Context: an optimization exercise on an open-source flow, tuned for small area. The choices shown serve that exercise and are no tape-out recipe. The RTL was checked by simulation tests, not by an equivalence proof against the original design. No driver is modelled on the clock port, so clock power and skew are understated where the tree is cut down; a real chip needs a root buffer or a tree.

== build 60 ==
==> flow/design.v <==
module usart (
    input clk,
    input rst_n,
    input usart_rxp,
    output [5:0] led
);
    reg rx1n;                
    reg [6:0] t;             
    reg h;                   
    reg [4:0] j;             
    reg [5:0] sr;            
    reg pend;                
    reg [5:0] ledq;
    wire tend = ~t[0] & ~t[2] & t[3] & ~t[4] & ~t[6];    
    wire idle = ~h & ~j[4] & ~j[0];
    wire adv  = idle ? rx1n : tend;
    wire last = j[4] & ~j[3];            
    wire shift = adv & h & (~j[4] | j[1]);
    wire load = pend & (~idle | t[0]);
    always @(posedge clk)
        rx1n <= ~usart_rxp & rst_n;
    always @(posedge clk)
        t <= adv ? 7'd14 : {~t[5:0], t[2] ^ t[6]};
    always @(posedge clk)
        h <= rst_n & (h ^ adv);
    always @(posedge clk) begin
        if (!rst_n) j <= 5'd0;
        else if (adv & h) j <= {j[3:0], ~j[4]};
    end
    always @(posedge clk)
        if (shift) sr <= {rx1n, sr[5:1]};
    always @(posedge clk)
        pend <= rst_n & ((adv & h & last & ~rx1n) | (pend & ~load));
    always @(posedge clk) begin
        if (!rst_n) ledq <= 6'd0;
        else if (load) ledq <= sr;
    end
    assign led = ledq;
endmodule
module top (
    input clk,
    input rst_n,
    input usart_rxp,
    output [5:0] led
);
    usart usart_instance(.clk(clk), .rst_n(rst_n), .usart_rxp(usart_rxp), .led(led));
endmodule
clock: 10.0 ns
lec_check: 0
abc_clock_period_in_ps: 10000
cap_margin: 20
core_margin: 2
core_utilization: 20
slew_margin: 20
standard.sh (not shown) runs the stock make flow with config.mk's settings and CLKGATE_MAP_FILE= SYNTH_SCRIPT=/design/flow/synth_recipe.tcl, a recipe that flattens the netlist after the stock synthesis.
==> flow/flow/run.sh <==
#!/bin/bash
# Own layout flow: the standard flow (standard.sh) with these changes.
#  - synthesis is the standard synthesis (synth_recipe.tcl, same registers)
#    except that ABC maps the logic with an area-oriented script
#    (flow/abc_area.script, used through ABC_AREA=1 and a copy of ORFS's
#    scripts folder that differs only in that file);
#  - ports are buffered with the smallest buffer (buf_1);
#  - after placement every combinational cell is swapped for the smallest
#    cell of the same function (the design has ample slack at 10 ns);
#  - the clock tree is collapsed to one clock buffer that drives every
#    register, the smallest clkbuf that keeps their clock slew low.
set -euo pipefail
export BUFFER_PORTS_ARGS="-buffer_cell sky130_fd_sc_hd__buf_1"
export CTS_ARGS="-sink_clustering_enable -repair_clock_nets -buf_list sky130_fd_sc_hd__clkbuf_8 -dont_use_dummy_load"
R=orfs/results/sky130hd/top/base
rm -rf scripts_abc
cp -r "$FLOW_HOME/scripts" scripts_abc
cp flow/abc_area.script scripts_abc/abc_area.script
sed "s|\"\${@:-finish}\"|SCRIPTS_DIR=$PWD/scripts_abc ABC_AREA=1 \"\${@:-finish}\"|" standard.sh > synth.sh
bash synth.sh synth > synth.log 2>&1
bash standard.sh floorplan place > std_place.log 2>&1
ODB_IN=$R/3_place.odb SDC_IN=$R/3_place.sdc openroad -no_init -exit flow/downsize.tcl > downsize.log 2>&1
bash standard.sh cts > std_cts.log 2>&1
ODB_IN=$R/4_cts.odb SDC_IN=$R/4_cts.sdc CLK_SLEW_TARGET=${CLK_SLEW_TARGET:-0.105} openroad -no_init -exit flow/clock.tcl > clock.log 2>&1
bash standard.sh > std_finish.log 2>&1
Other scripts of this flow, unchanged in this note and not shown: flow/flow/abc_area.script, flow/flow/clock.tcl, flow/flow/downsize.tcl
Build 60 closes out successfully: all stages finished, all timing, DRC and antenna checks passed.
The following lists how build 77 was set up differently from build 60:
==> flow/design.v <==
module usart (
    input clk,
    input rst_n,
    input usart_rxp,
    output [5:0] led
);
    reg rx1;                 
    reg [6:0] t;             
    reg h;                   
    reg [4:0] j;             
    reg [5:0] sr;            
    reg pend;                
    reg [5:0] ledq;
    wire tend = (t[6:2] == 5'b01010);    
    wire idle = ~h & ~j[4] & ~j[0];
    wire adv  = idle ? ~rx1 : tend;
    wire last = j[4] & ~j[3];            
    wire shift = adv & h & (~j[4] | j[1]);
    wire load = pend & (~idle | t[6]);
    always @(posedge clk)
        rx1 <= usart_rxp | ~rst_n;
    always @(posedge clk)
        t <= adv ? 7'd21 : {~t[5:0], t[0] ^ t[6]};
    always @(posedge clk)
        h <= rst_n & (h ^ adv);
    always @(posedge clk) begin
        if (!rst_n) j <= 5'd0;
        else if (adv & h) j <= {j[3:0], ~j[4]};
    end
    always @(posedge clk)
        if (shift) sr <= {~rx1, sr[5:1]};
    always @(posedge clk)
        pend <= rst_n & ((adv & h & last & rx1) | (pend & ~load));
    always @(posedge clk) begin
        if (!rst_n) ledq <= 6'd0;
        else if (load) ledq <= sr;
    end
    assign led = ledq;
endmodule
module top (
    input clk,
    input rst_n,
    input usart_rxp,
    output [5:0] led
);
    usart usart_instance(.clk(clk), .rst_n(rst_n), .usart_rxp(usart_rxp), .led(led));
endmodule
[summary]
Build 60 reports its critical path launch point as usart_instance.j[0]$_SDFFE_PN0P_ while build 77 reports rst_n.
| routed wire length | lower: build 60 |
Global router's overall resource usage, build 77 and build 60: higher on build 77
Compared build 77 vs build 60, and mean area per synthesized cell is down in build 77.
Between build 77 and build 60, the share of the core filled with cells in the final layout does not differ in any meaningful way.
Build 77 vs build 60, number of global-route vias before repair went up by 13.
Build 77 ended up with usart_instance.rx1$_DFF_P_ as its end of the critical path; build 60 ended up with usart_instance.sr[1]$_DFFE_PP_.

[what the ideal ports hide]
Ports are ideal in the flow. The routed layouts listed here were re-timed in OpenROAD. Step 1 sets driving cells, clkbuf_16 on the clock port and buf_2 on the other inputs (assumed; they add their load-dependent delay and slew). Step 2 times the ports against the registers' clock, not the clock port: input delays grow and output delays shrink by t, the midpoint of the rising clock arrivals with the driver on. Three values: ideal, step 1, step 2; two values: the first two.
| run | shift t [ns] | setup slack, ns | hold WS [ns] | worst register clock-pin slew, ns |
|---|---|---|---|---|
| build 60 | 0.186 | 7.182 / 7.182 / 7.121 | 0.391 / 0.391 / 0.391 | 0.10 / 0.10 |
| build 77 | 0.185 | 7.240 / 7.246 / 7.060 | 0.378 / 0.378 / 0.378 | 0.10 / 0.10 |
After both steps setup and hold are still met in every run listed. The setup slack of build 77, which loses most, moves by +0.006 ns with the drivers and by -0.180 ns with both steps.
